Context: an optimization exercise on an open-source flow, tuned for small area, a short achievable clock period and few clock cycles. The choices shown serve that exercise and are no tape-out recipe.
At most, simulation tests tie the RTL to the original design; equivalence was not proved.
Power is estimated from default activity; no workload was simulated.

==> xenon <==
// HW2_divider
module HW2_divider(Clk, Rst, St, Divisor, Dividend, Quotient, Remainder, Overflow, Done);
==> module HW2_divider, before the edit <==
module HW2_divider(Clk, Rst, St, Divisor, Dividend, Quotient, Remainder, Overflow, Done);
	input Clk, Rst, St;
	input [15:0] Divisor;
	input [15:0] Dividend;
	output [15:0] Quotient;
	output [15:0] Remainder;
	output Overflow;
	output reg Done;
	reg [15:0] R;      
	reg [15:0] Bn;     
	wire [15:0] B = ~Bn;
	reg [15:0] Q;      
	reg [2:0] cnt;     
	reg ovf;
	reg [2:0] e;
	always @(*) begin
		casez (Divisor)
			16'b1???????????????, 16'b01??????????????: e = 3'd0;
			16'b001?????????????, 16'b0001????????????: e = 3'd1;
			16'b00001???????????, 16'b000001??????????: e = 3'd2;
			16'b0000001?????????, 16'b00000001????????: e = 3'd3;
			16'b000000001???????, 16'b0000000001??????: e = 3'd4;
			16'b00000000001?????, 16'b000000000001????: e = 3'd5;
			16'b0000000000001???, 16'b00000000000001??: e = 3'd6;
			default: e = 3'd7;
		endcase
	end
	wire [15:0] n1 = e[2] ? {Divisor[7:0], 8'b0} : Divisor;
	wire [15:0] n2 = e[1] ? {n1[11:0], 4'b0} : n1;
	wire [15:0] n3 = e[0] ? {n2[13:0], 2'b0} : n2;
	wire [17:0] d1 = {2'b0, R} - {2'b0, B};
	wire [17:0] d2 = {2'b0, R} - {1'b0, B, 1'b0};
	wire [18:0] ca = {3'b0, R};
	wire [18:0] cb = ~{3'b0, B};
	wire [18:0] cc = ~{2'b0, B, 1'b0};
	wire [18:0] cs = ca ^ cb ^ cc;
	wire [18:0] cy = {(ca[17:0] & cb[17:0]) | (ca[17:0] & cc[17:0]) | (cb[17:0] & cc[17:0]), 1'b1};
	wire [18:0] d3 = cs + cy + 19'd1;
	wire ge1 = ~d1[17];
	wire ge2 = ~d2[17];
	wire ge3 = ~d3[18];
	wire s3 = ge3;
	wire s2 = ge2 & ~ge3;
	wire s1 = ge1 & ~ge2;
	wire s0 = ~ge1;
	wire [15:0] rn = ({16{s3}} & d3[15:0]) | ({16{s2}} & d2[15:0]) |
	                 ({16{s1}} & d1[15:0]) | ({16{s0}} & R);
	assign Quotient = Q;
	assign Remainder = R;
	assign Overflow = ovf;
	always @(posedge Clk) begin
		if (Rst)
			Done <= 1'b1;
		else if (Done)
			Done <= ~St;
		else if (cnt == 3'd0 || ovf)
			Done <= 1'b1;
	end
	always @(posedge Clk) begin
		if (Done) begin
			Bn <= ~n3;
			cnt <= e;
			if (St) begin
				R <= Dividend;
				Q <= 16'd0;
				ovf <= ~|Divisor;
			end
		end else begin
			R <= rn;
			Q <= {Q[13:0], ge2, ge3 | (ge1 & ~ge2)};
			Bn <= {2'b11, Bn[15:2]};
			cnt <= cnt - 3'd1;
		end
	end
endmodule
Settings: LEC_CHECK=0, ABC_AREA=1, ABC_CLOCK_PERIOD_IN_PS=2000, CAP_MARGIN=20, CORE_MARGIN=2, CORE_UTILIZATION=40, SETUP_SLACK_MARGIN=3.1, SLEW_MARGIN=20; clock period 6.0 ns.
standard.sh (not shown) runs the stock make flow with config.mk's settings and CLKGATE_MAP_FILE= SYNTH_SCRIPT=/design/flow/synth_recipe.tcl, a recipe that flattens the netlist after the stock synthesis.
==> flow/flow/run.sh <==
#!/bin/bash
# The standard layout, with each port buffered by a small buffer instead of
# the delay cell that buffer_ports picks by default, and synthesis leaves
# adders to abc instead of mapping them to fa/ha cells.
set -euo pipefail
bash standard.sh "BUFFER_PORTS_ARGS=-buffer_cell sky130_fd_sc_hd__buf_1" "ADDER_MAP_FILE=" finish > standard.log 2>&1
==> willow: changes against xenon <==
==> flow/design.v (replaced) <==
module HW2_divider(Clk, Rst, St, Divisor, Dividend, Quotient, Remainder, Overflow, Done);
	input Clk, Rst, St;
	input [15:0] Divisor;
	input [15:0] Dividend;
	output [15:0] Quotient;
	output [15:0] Remainder;
	output Overflow;
	output reg Done;
	reg [15:0] R;      
	reg [15:0] D;      
	reg [15:0] Q;      
	reg [3:0] cnt;     
	reg ovf;
	wire z8 = ~|Divisor[15:8];
	wire [15:0] n1 = z8 ? {Divisor[7:0], 8'b0} : Divisor;
	wire z4 = ~|n1[15:12];
	wire [15:0] n2 = z4 ? {n1[11:0], 4'b0} : n1;
	wire z2 = ~|n2[15:14];
	wire [15:0] n3 = z2 ? {n2[13:0], 2'b0} : n2;
	wire z1 = ~n3[15];
	wire [15:0] n4 = z1 ? {n3[14:0], 1'b0} : n3;
	wire [16:0] diff = {1'b0, R} - {1'b0, D};
	wire ge = ~diff[16];
	assign Quotient = Q;
	assign Remainder = R;
	assign Overflow = ovf;
	always @(posedge Clk) begin
		if (Rst) begin
			Done <= 1'b1;
		end else if (Done) begin
			D <= n4;
			cnt <= {z8, z4, z2, z1};
			if (St) begin
				Done <= 1'b0;
				R <= Dividend;
				Q <= 16'd0;
				ovf <= ~|Divisor;
			end
		end else begin
			if (ge) R <= diff[15:0];
			Q <= {Q[14:0], ge};
			D <= {1'b0, D[15:1]};
			cnt <= cnt - 4'd1;
			if (cnt == 4'd0 || ovf) Done <= 1'b1;
		end
	end
endmodule
==> flow/run.sh (new file) <==
#!/bin/bash
# synth_recipe.tcl (not shown) runs the flow's synth.tcl, then flattens the netlist and writes it again
# the make line also repeats each setting of config.mk as NAME=value (left out here)
make -C /OpenROAD-flow-scripts/flow DESIGN_CONFIG=/design/flow/config.mk WORK_HOME=/design/flow/orfs CLKGATE_MAP_FILE= SYNTH_SCRIPT=/design/flow/synth_recipe.tcl finish
- ABC_AREA: 1 -> default
- SETUP_SLACK_MARGIN: 3.1 -> 3.8
removed: flow/flow/run.sh
removed: flow/standard.sh
==> qor summary <==
metric	xenon	willow
Grt met3 use	0.04533	0.02774
Post CTS Setup Buffer Count	3	56
Width of the die	124.1 µm	100.8 µm
Clock slew at the register clock pins of the worst setup and hold paths	80 ps	110 ps
Cell area after placement	6157 µm²	4598 µm²
Chip height	124.1 µm	100.8 µm
Unrepaired setup endpoints after global routing	false	true
HPWL Detailed	13,680 µm	6490 µm
Global-route met2 utilization	0.3893	0.3538
Non-clock inverter count in the final layout	142	32
Number of register bits inferred by synthesis	53	54
Post-synthesis net count	1,014	455
Hold worst-path end	cnt[0]$_DFF_P_	Q[7]$_SDFFCE_PP0P_
Global-route wire length before repair	27,990 µm	17,180 µm
Min-delay src	cnt[0]$_DFF_P_	Q[6]$_SDFFCE_PP0P_
Critical-path top delay cell	sky130_fd_sc_hd__nor2_4	sky130_fd_sc_hd__or4_4
Run status	complete, no violations	complete, no violations
Timing-limited maximum frequency	0.3725 GHz	0.3118 GHz
Number of cell rows	43	35
Post_cts resized	5	195
CP endpoint	Bn[1]$_DFF_P_	D[12]$_DFFE_PN_
Post-layout net count	1,085	588
Layout sequential cell count	53	54
Post-Synthesis Cells	979	402
Testbench counts of xenon, summed over its fixed seeds: cycles 47,499.
No functional check of the RTL was part of willow.

* * *

==> build 42: inputs <==
HW2_divider, a different RTL version from the one above (not shown whole).
==> module HW2_divider, before the edit <==
module HW2_divider(Clk, Rst, St, Divisor, Dividend, Quotient, Remainder, Overflow, Done);
	input Clk, Rst, St;
	input [15:0] Divisor;
	input [15:0] Dividend;
	output [15:0] Quotient;
	output [15:0] Remainder;
	output Overflow;
	output reg Done;
	reg [15:0] R;      
	reg [15:0] B;      
	reg [15:0] Q;      
	reg [2:0] cnt;     
	reg ovf;
	reg [2:0] e;
	always @(*) begin
		casez (Divisor)
			16'b1???????????????, 16'b01??????????????: e = 3'd0;
			16'b001?????????????, 16'b0001????????????: e = 3'd1;
			16'b00001???????????, 16'b000001??????????: e = 3'd2;
			16'b0000001?????????, 16'b00000001????????: e = 3'd3;
			16'b000000001???????, 16'b0000000001??????: e = 3'd4;
			16'b00000000001?????, 16'b000000000001????: e = 3'd5;
			16'b0000000000001???, 16'b00000000000001??: e = 3'd6;
			default: e = 3'd7;
		endcase
	end
	wire [15:0] n1 = e[2] ? {Divisor[7:0], 8'b0} : Divisor;
	wire [15:0] n2 = e[1] ? {n1[11:0], 4'b0} : n1;
	wire [15:0] n3 = e[0] ? {n2[13:0], 2'b0} : n2;
	wire [17:0] d1 = {2'b0, R} - {2'b0, B};
	wire [17:0] d2 = {2'b0, R} - {1'b0, B, 1'b0};
	wire [18:0] ca = {3'b0, R};
	wire [18:0] cb = ~{3'b0, B};
	wire [18:0] cc = ~{2'b0, B, 1'b0};
	wire [18:0] cs = ca ^ cb ^ cc;
	wire [18:0] cy = {(ca[17:0] & cb[17:0]) | (ca[17:0] & cc[17:0]) | (cb[17:0] & cc[17:0]), 1'b1};
	wire [18:0] d3 = cs + cy + 19'd1;
	wire ge1 = ~d1[17];
	wire ge2 = ~d2[17];
	wire ge3 = ~d3[18];
	wire s3 = ge3;
	wire s2 = ge2 & ~ge3;
	wire s1 = ge1 & ~ge2;
	wire s0 = ~ge1;
	wire [15:0] rn = ({16{s3}} & d3[15:0]) | ({16{s2}} & d2[15:0]) |
	                 ({16{s1}} & d1[15:0]) | ({16{s0}} & R);
	assign Quotient = Q;
	assign Remainder = R;
	assign Overflow = ovf;
	always @(posedge Clk) begin
		if (Rst)
			Done <= 1'b1;
		else if (Done)
			Done <= ~St;
		else if (cnt == 3'd0 || ovf)
			Done <= 1'b1;
	end
	always @(posedge Clk) begin
		if (Done) begin
			B <= n3;
			cnt <= e;
			if (St) begin
				R <= Dividend;
				Q <= 16'd0;
				ovf <= ~|Divisor;
			end
		end else begin
			R <= rn;
			Q <= {Q[13:0], ge2, ge3 | (ge1 & ~ge2)};
			B <= {2'b0, B[15:2]};
			cnt <= cnt - 3'd1;
		end
	end
endmodule
==> flow/config.mk <==
export PLATFORM = sky130hd
export DESIGN_NAME = HW2_divider
export DESIGN_NICKNAME = HW2_divider
export VERILOG_FILES = /design/flow/design.v
export SDC_FILE = /design/flow/constraint.sdc
export NUM_CORES = 4
export LEC_CHECK = 0
export ABC_AREA = 1
export ABC_CLOCK_PERIOD_IN_PS = 2000
export CAP_MARGIN = 20
export CORE_MARGIN = 2
export CORE_UTILIZATION = 40
export SETUP_SLACK_MARGIN = 3.4
export SLEW_MARGIN = 20
==> flow/constraint.sdc <==
create_clock -name core_clock -period 6.0 [get_ports {Clk}]
set_input_delay 1.2000 -clock core_clock [delete_from_list [all_inputs] [get_ports {Clk}]]
set_output_delay 1.2000 -clock core_clock [all_outputs]
set_load 0.01 [all_outputs]
==> flow/flow/run.sh <==
#!/bin/bash
# The standard layout, with each port buffered by a small buffer instead of
# the delay cell that buffer_ports picks by default.
set -euo pipefail
bash standard.sh "BUFFER_PORTS_ARGS=-buffer_cell sky130_fd_sc_hd__buf_1" finish > standard.log 2>&1
==> inputs of trial 41, as changes to build 42 <==
--- a/flow/design.v
+++ b/flow/design.v
@@ -9,3 +9,4 @@
 	reg [15:0] R;      
-	reg [15:0] B;      
+	reg [15:0] Bn;     
+	wire [15:0] B = ~Bn;
 	reg [15:0] Q;      
@@ -59,3 +60,3 @@
 		if (Done) begin
-			B <= n3;
+			Bn <= ~n3;
 			cnt <= e;
@@ -69,3 +70,3 @@
 			Q <= {Q[13:0], ge2, ge3 | (ge1 & ~ge2)};
-			B <= {2'b0, B[15:2]};
+			Bn <= {2'b11, Bn[15:2]};
 			cnt <= cnt - 3'd1;
==> flow/flow/run.sh (replaced) <==
#!/bin/bash
# The standard layout, with each port buffered by a small buffer instead of
# the delay cell that buffer_ports picks by default, and synthesis leaves
# adders to abc instead of mapping them to fa/ha cells.
set -euo pipefail
bash standard.sh "BUFFER_PORTS_ARGS=-buffer_cell sky130_fd_sc_hd__buf_1" "ADDER_MAP_FILE=" finish > standard.log 2>&1
SETUP_SLACK_MARGIN = 3.3   (was 3.4)
==> inputs of trial 71, as changes to build 42 <==
==> flow/design.v (replaced) <==
module HW2_divider(Clk, Rst, St, Divisor, Dividend, Quotient, Remainder, Overflow, Done);
	input Clk, Rst, St;
	input [15:0] Divisor;
	input [15:0] Dividend;
	output [15:0] Quotient;
	output [15:0] Remainder;
	output Overflow;
	output reg Done;
	reg [15:0] R;      
	reg [15:0] D;      
	reg [15:0] Q;      
	reg [3:0] cnt;     
	reg ovf;
	wire z8 = ~|Divisor[15:8];
	wire [15:0] n1 = z8 ? {Divisor[7:0], 8'b0} : Divisor;
	wire z4 = ~|n1[15:12];
	wire [15:0] n2 = z4 ? {n1[11:0], 4'b0} : n1;
	wire z2 = ~|n2[15:14];
	wire [15:0] n3 = z2 ? {n2[13:0], 2'b0} : n2;
	wire z1 = ~n3[15];
	wire [15:0] n4 = z1 ? {n3[14:0], 1'b0} : n3;
	wire [16:0] diff = {1'b0, R} - {1'b0, D};
	wire ge = ~diff[16];
	assign Quotient = Q;
	assign Remainder = R;
	assign Overflow = ovf;
	always @(posedge Clk) begin
		if (Rst)
			Done <= 1'b1;
		else if (Done)
			Done <= ~St;
		else if (cnt == 4'd0 || ovf)
			Done <= 1'b1;
	end
	always @(posedge Clk) begin
		if (Done) begin
			D <= n4;
			cnt <= {z8, z4, z2, z1};
			if (St) begin
				R <= Dividend;
				Q <= 16'd0;
				ovf <= ~|Divisor;
			end
		end else begin
			if (ge) R <= diff[15:0];
			Q <= {Q[14:0], ge};
			D <= {1'b0, D[15:1]};
			cnt <= cnt - 4'd1;
		end
	end
endmodule
SETUP_SLACK_MARGIN = 3.1   (was 3.4)
==> summary of the runs <==
- Of trial 71 and build 42, build 42 has the higher cell area (gap about 46%, measured against build 42).
- Of build 42 and trial 71, trial 71 has the higher sequential cell count (gap 1).
- Core utilization, highest first: build 42, trial 41, trial 71.
- Sequential share of layout area: build 42 < trial 41 < trial 71.
- Trial 71 passed the timing, DRC and antenna checks. Build 42 finished with timing, DRC and antenna clean. Trial 41 went through all stages and came out clean.
- Setup slack: trial 71 > build 42 > trial 41.
- First-iteration DRC count: trial 41 > build 42 > trial 71.
- The lowest synthesized area belongs to trial 71, the highest to build 42.
- The lowest via count belongs to trial 71, the highest to trial 41.
- Hold slack, lowest first: trial 71, build 42, trial 41.
==> figures <==
item                                                                                             trial 41                 trial 71                 build 42
Outcome                                                                           complete, no violations  complete, no violations  complete, no violations
Final cell utilization of the core                                                                  0.490                    0.460                    0.504
Global-route wire length before repair                                                            28.8 mm                  13.2 mm                  28.9 mm
Final WL                                                                                          18.1 mm                  7.63 mm                  18.2 mm
Comb_multi_in                                                                                         767                      340                      688
Total area of sequential cells                                                                   1400 µm²                 1410 µm²                 1400 µm²
Net Switching                                                                                     1090 µW                   405 µW                  1720 µW
Highest-power group                                                                   combinational logic                registers      combinational logic
Count of standard-cell rows                                                                            43                       34                       44
Initial Util                                                                                        0.412                    0.408                    0.405
Clock input transition at the sequential cells of the worst setup and hold paths                  0.08 ns                  0.10 ns                  0.09 ns
DR vias/cell                                                                                         5.10                     4.70                     5.13
Routed metal-1 wire length                                                                        8.83 mm                  3.81 mm                  8.28 mm
Cell type with the largest total area after synthesis                                             nand2_1                 edfxtp_1                  nand2_1
Worst-case register-to-register setup slack                                                       3.46 ns                  3.37 ns                  3.30 ns
Multi-input gate share of total cell area                                                           0.572                    0.450                    0.601
Worst Clk Skew                                                                                 0.00897 ns               0.00693 ns                0.0160 ns
Placeable core area                                                                             14000 µm²                 8590 µm²                14400 µm²
Cell area after synthesis                                                                        5770 µm²                 3510 µm²                 5840 µm²
Synth Net Count                                                                                      1014                      526                      983
Testbench counts of build 42, summed over its fixed seeds: cycles 47,499.
Testbench counts of trial 41, summed over its fixed seeds: cycles 47,499.
Testbench counts of trial 71, summed over its fixed seeds: cycles 83,106.

* * *

==> exp/violet: inputs <==
HW2_divider, a different RTL version from the one above (not shown whole).
==> module HW2_divider, before the edit <==
module HW2_divider(Clk, Rst, St, Divisor, Dividend, Quotient, Remainder, Overflow, Done );
	input Clk, Rst, St;
	input [15:0] Divisor;
	input [15:0] Dividend;
	output [15:0] Quotient;
	output [15:0] Remainder;
	output  Overflow;
	output reg Done;
	parameter Z = 0;
	reg [15:0] divisor;
	reg [15:0] dividend;
	reg [2:0] State;
	reg [3:0] count;
	reg [16:0] ACC;
	wire B;
	wire [16:0] Sum;
	wire K;
	wire o;
	assign K = (count==15)?1:0;
	assign Sum = ACC+~{1'b0, divisor}+1'b1;
	assign B = Sum[16];
	assign Overflow = (divisor == Z) ? 1'b1 : 1'b0;
	assign Quotient = dividend;
	assign Remainder = ACC[15:0];
	always @(posedge Clk)
	begin
		if (Rst)
			begin
				State<=0;
				Done<=1;
				count<=0;
			end
		else
		case(State)
			0:
				begin
					if(St==1'b1)	
						begin
							dividend<=Dividend;
							divisor<=Divisor;
							ACC<=0;
							State<=1;
							Done<=0;
						end
				end
			1:
				begin
					if(Overflow)
						begin
							State<=0;
							Done<=1;
						end
					else
					begin
						State<=2;
						ACC<={ACC[15:0], dividend[15]};
						dividend<={dividend[14:0], 1'b0};
						count<=count+1;
					end
				end
			2:
				begin
					if(B && ~K)
						begin
							ACC<={ACC[15:0], dividend[15]};
							dividend<={dividend[14:0], 1'b0};
							count<=count+1;
							State<=2;
						end
					else if(~B)
						begin			
							ACC<=Sum;
							dividend[0] = 1'b1;
							State<=2;
						end
					else if(K && B)
						begin
							ACC<={ACC[15:0], dividend[15]};
							dividend<={dividend[14:0], 1'b0};
							count<=count+1;
							State<=3;
						end
				end
			3:
				begin
					if(~B)
						begin			
							ACC<=Sum;
							dividend[0] = 1'b1;
							State<=3;
						end
					else
						begin
							Done<=1;
							State<=0;
						end
				end
		endcase
	end
endmodule
clock: 6.0 ns
lec_check: 0
cap_margin: 20
core_margin: 2
core_utilization: 40
slew_margin: 20
run.sh (not shown) runs the stock make flow with config.mk's settings and CLKGATE_MAP_FILE= SYNTH_SCRIPT=/design/flow/synth_recipe.tcl, a recipe that flattens the netlist after the stock synthesis.
Stock flow here: none of the scripts above is used.
==> exp/delta (differences from exp/violet) <==
==> flow/design.v (replaced) <==
module HW2_divider(Clk, Rst, St, Divisor, Dividend, Quotient, Remainder, Overflow, Done);
	input Clk, Rst, St;
	input [15:0] Divisor;
	input [15:0] Dividend;
	output [15:0] Quotient;
	output [15:0] Remainder;
	output Overflow;
	output reg Done;
	reg [15:0] R;      
	reg [15:0] D;      
	reg [15:0] Q;      
	reg ovf;
	wire z8 = ~|Divisor[15:8];
	wire [15:0] n1 = z8 ? {Divisor[7:0], 8'b0} : Divisor;
	wire z4 = ~|n1[15:12];
	wire [15:0] n2 = z4 ? {n1[11:0], 4'b0} : n1;
	wire z2 = ~|n2[15:14];
	wire [15:0] n3 = z2 ? {n2[13:0], 2'b0} : n2;
	wire z1 = ~n3[15];
	wire [15:0] n4 = z1 ? {n3[14:0], 1'b0} : n3;
	wire [15:0] lead;
	genvar k;
	generate
		for (k = 0; k < 16; k = k + 1) begin : g_lead
			if (k == 15) begin : g_top
				assign lead[k] = Divisor[k];
			end else begin : g_low
				assign lead[k] = Divisor[k] & ~|Divisor[15:k+1];
			end
		end
	endgenerate
	wire [16:0] d1 = {1'b0, R} - {1'b0, D};          
	wire [16:0] dh = {1'b0, R} - {2'b0, D[15:1]};    
	wire c1 = ~d1[16];
	wire c2 = ~dh[16];
	wire last = Q[15];           
	wire two = ~c1 & ~last;      
	assign Quotient = Q;
	assign Remainder = R;
	assign Overflow = ovf;
	always @(posedge Clk) begin
		if (Rst)
			Done <= 1'b1;
		else if (Done)
			Done <= ~St;
		else if (ovf || (two ? Q[14] : Q[15]))
			Done <= 1'b1;
	end
	always @(posedge Clk) begin
		if (Done) begin
			D <= n4;
			if (St) begin
				R <= Dividend;
				Q <= lead;
				ovf <= ~|Divisor;
			end
		end else begin
			if (c1)
				R <= d1[15:0];
			else if (two && c2)
				R <= dh[15:0];
			if (two) begin
				Q <= {Q[13:0], 1'b0, c2};
				D <= {2'b0, D[15:2]};
			end else begin
				Q <= {Q[14:0], c1};
				D <= {1'b0, D[15:1]};
			end
		end
	end
endmodule
==> flow/flow/run.sh (new file) <==
#!/bin/bash
# The standard layout, with each port buffered by a small buffer instead of
# the delay cell that buffer_ports picks by default.
set -euo pipefail
bash standard.sh "BUFFER_PORTS_ARGS=-buffer_cell sky130_fd_sc_hd__buf_1" finish > standard.log 2>&1
==> flow/standard.sh (new file) <==
#!/bin/bash
# synth_recipe.tcl (not shown) runs the flow's synth.tcl, then flattens the netlist and writes it again
# the make line also repeats each setting of config.mk as NAME=value (left out here)
make -C /OpenROAD-flow-scripts/flow DESIGN_CONFIG=/design/flow/config.mk WORK_HOME=/design/flow/orfs CLKGATE_MAP_FILE= SYNTH_SCRIPT=/design/flow/synth_recipe.tcl "${@:-finish}"
ABC_AREA = 1   (was unset)
ABC_CLOCK_PERIOD_IN_PS = 2000   (was unset)
SETUP_SLACK_MARGIN = 3.3   (was unset)
removed: flow/run.sh
==> exp/harbor (differences from exp/violet) <==
==> flow/design.v (replaced) <==
module HW2_divider(Clk, Rst, St, Divisor, Dividend, Quotient, Remainder, Overflow, Done);
	input Clk, Rst, St;
	input [15:0] Divisor;
	input [15:0] Dividend;
	output [15:0] Quotient;
	output [15:0] Remainder;
	output Overflow;
	output reg Done;
	reg [15:0] R;      
	reg [15:0] Bn;     
	wire [15:0] B = ~Bn;
	reg [15:0] Q;      
	reg [2:0] cnt;     
	reg ovf;
	reg [2:0] e;
	always @(*) begin
		casez (Divisor)
			16'b1???????????????, 16'b01??????????????: e = 3'd0;
			16'b001?????????????, 16'b0001????????????: e = 3'd1;
			16'b00001???????????, 16'b000001??????????: e = 3'd2;
			16'b0000001?????????, 16'b00000001????????: e = 3'd3;
			16'b000000001???????, 16'b0000000001??????: e = 3'd4;
			16'b00000000001?????, 16'b000000000001????: e = 3'd5;
			16'b0000000000001???, 16'b00000000000001??: e = 3'd6;
			default: e = 3'd7;
		endcase
	end
	wire [15:0] n1 = e[2] ? {Divisor[7:0], 8'b0} : Divisor;
	wire [15:0] n2 = e[1] ? {n1[11:0], 4'b0} : n1;
	wire [15:0] n3 = e[0] ? {n2[13:0], 2'b0} : n2;
	wire [17:0] d1 = {2'b0, R} - {2'b0, B};
	wire [17:0] d2 = {2'b0, R} - {1'b0, B, 1'b0};
	wire [18:0] ca = {3'b0, R};
	wire [18:0] cb = ~{3'b0, B};
	wire [18:0] cc = ~{2'b0, B, 1'b0};
	wire [18:0] cs = ca ^ cb ^ cc;
	wire [18:0] cy = {(ca[17:0] & cb[17:0]) | (ca[17:0] & cc[17:0]) | (cb[17:0] & cc[17:0]), 1'b1};
	wire [18:0] d3 = cs + cy + 19'd1;
	wire ge1 = ~d1[17];
	wire ge2 = ~d2[17];
	wire ge3 = ~d3[18];
	wire s3 = ge3;
	wire s2 = ge2 & ~ge3;
	wire s1 = ge1 & ~ge2;
	wire s0 = ~ge1;
	wire [15:0] rn = ({16{s3}} & d3[15:0]) | ({16{s2}} & d2[15:0]) |
	                 ({16{s1}} & d1[15:0]) | ({16{s0}} & R);
	assign Quotient = Q;
	assign Remainder = R;
	assign Overflow = ovf;
	always @(posedge Clk) begin
		if (Rst)
			Done <= 1'b1;
		else if (Done)
			Done <= ~St;
		else if (cnt == 3'd0 || ovf)
			Done <= 1'b1;
	end
	always @(posedge Clk) begin
		if (Done) begin
			Bn <= ~n3;
			cnt <= e;
			if (St) begin
				R <= Dividend;
				Q <= 16'd0;
				ovf <= ~|Divisor;
			end
		end else begin
			R <= rn;
			Q <= {Q[13:0], ge2, ge3 | (ge1 & ~ge2)};
			Bn <= {2'b11, Bn[15:2]};
			cnt <= cnt - 3'd1;
		end
	end
endmodule
==> flow/flow/run.sh (new file) <==
#!/bin/bash
# The standard layout, with each port buffered by a small buffer instead of
# the delay cell that buffer_ports picks by default, and synthesis leaves
# adders to abc instead of mapping them to fa/ha cells.
set -euo pipefail
bash standard.sh "BUFFER_PORTS_ARGS=-buffer_cell sky130_fd_sc_hd__buf_1" "ADDER_MAP_FILE=" finish > standard.log 2>&1
==> flow/standard.sh (new file) <==
#!/bin/bash
# synth_recipe.tcl (not shown) runs the flow's synth.tcl, then flattens the netlist and writes it again
# the make line also repeats each setting of config.mk as NAME=value (left out here)
make -C /OpenROAD-flow-scripts/flow DESIGN_CONFIG=/design/flow/config.mk WORK_HOME=/design/flow/orfs CLKGATE_MAP_FILE= SYNTH_SCRIPT=/design/flow/synth_recipe.tcl "${@:-finish}"
ABC_AREA = 1   (was unset)
ABC_CLOCK_PERIOD_IN_PS = 2000   (was unset)
SETUP_SLACK_MARGIN = 3.2   (was unset)
removed: flow/run.sh
==> exp/quartz (differences from exp/violet) <==
==> flow/design.v (replaced) <==
module HW2_divider(Clk, Rst, St, Divisor, Dividend, Quotient, Remainder, Overflow, Done);
	input Clk, Rst, St;
	input [15:0] Divisor;
	input [15:0] Dividend;
	output [15:0] Quotient;
	output [15:0] Remainder;
	output Overflow;
	output reg Done;
	reg [15:0] R;      
	reg [15:0] D;      
	reg [15:0] Q;      
	reg [3:0] cnt;     
	reg nrm;           
	reg ovf;
	wire z8 = ~|D[15:8];
	wire [15:0] n1 = z8 ? {D[7:0], 8'b0} : D;
	wire z4 = ~|n1[15:12];
	wire [15:0] n2 = z4 ? {n1[11:0], 4'b0} : n1;
	wire z2 = ~|n2[15:14];
	wire [15:0] n3 = z2 ? {n2[13:0], 2'b0} : n2;
	wire z1 = ~n3[15];
	wire [15:0] n4 = z1 ? {n3[14:0], 1'b0} : n3;
	wire [16:0] diff = {1'b0, R} - {1'b0, D};
	wire ge = ~diff[16];
	assign Quotient = Q;
	assign Remainder = R;
	assign Overflow = ovf;
	always @(posedge Clk) begin
		if (Rst) begin
			Done <= 1'b1;
			nrm <= 1'b0;
		end else if (Done) begin
			D <= Divisor;
			if (St) begin
				Done <= 1'b0;
				nrm <= 1'b1;
				R <= Dividend;
			end
		end else if (nrm) begin
			nrm <= 1'b0;
			D <= n4;
			cnt <= {z8, z4, z2, z1};
			Q <= 16'd0;
			ovf <= ~n4[15];
			if (~n4[15]) Done <= 1'b1;
		end else begin
			if (ge) R <= diff[15:0];
			Q <= {Q[14:0], ge};
			D <= {1'b0, D[15:1]};
			cnt <= cnt - 4'd1;
			if (cnt == 4'd0) Done <= 1'b1;
		end
	end
endmodule
ABC_CLOCK_PERIOD_IN_PS = 2000   (was unset)
SETUP_SLACK_MARGIN = 3.5   (was unset)
==> run notes <==
- The highest synthesized cell count belongs to exp/harbor, the lowest to exp/violet.
- Final cell count, lowest first: exp/violet, exp/quartz, exp/delta, exp/harbor.
- Core utilization, highest first: exp/quartz, exp/delta, exp/violet, exp/harbor.
- Hold slack, lowest first: exp/harbor, exp/delta, exp/violet, exp/quartz.
- The highest clock power belongs to exp/harbor, the lowest to exp/quartz.
- The lowest sequential share of layout area belongs to exp/harbor, the highest to exp/violet.
- exp/quartz finished with timing, DRC and antenna clean. exp/violet completed with no timing, DRC or antenna violations. exp/harbor completed with no timing, DRC or antenna violations. exp/delta finished with timing, DRC and antenna clean.
- In exp/harbor the synthesized area is larger than in exp/delta, by 20%.
Testbench counts of exp/violet, summed over its fixed seeds: cycles 178,698.
Testbench counts of exp/harbor, summed over its fixed seeds: cycles 47,499.
The RTL of exp/delta and exp/quartz was laid out without a check of its function.

re-timing with driven ports:
In the flow no input, the clock included, has a driving cell. The finished layouts below were timed again as built, in two steps.
Step 1 (the two cells are an assumption about what drives the block):
set clk [get_ports {Clk}]
set_driving_cell -lib_cell sky130_fd_sc_hd__clkbuf_16 $clk
set_driving_cell -lib_cell sky130_fd_sc_hd__buf_2 [delete_from_list [all_inputs] $clk]
Step 2 adds t to the input delays and takes it off the output delays; t is the mean of the earliest and latest rising clock arrival at the registers after step 1. Input paths then give back, and output paths get back, about the clock's delay inside the block.
a / b / c = no drivers / after step 1 / after step 2; a / b = the first two.
run	t, ns	setup slack, ns	worst setup path at the end
xenon	0.350	3.316 / 3.326 / 2.989	input to register
willow	0.341	2.792 / 2.782 / 2.442	input to register
build 42	0.354	3.296 / 3.296 / 3.272	input to register
trial 41	0.353	3.155 / 3.163 / 2.809	input to register
trial 71	0.341	3.337 / 3.308 / 3.086	input to register
exp/violet	0.344	2.593 / 2.561 / 2.878	register to register
exp/delta	0.330	3.287 / 3.293 / 2.963	input to register
exp/harbor	0.350	3.362 / 3.363 / 3.036	input to register
exp/quartz	0.347	3.258 / 3.258 / 3.133	input to register
After both steps setup and hold are still met in every run listed. For willow, which loses most, drivers alone change the setup slack by -0.010 ns; drivers and shift together by -0.350 ns.
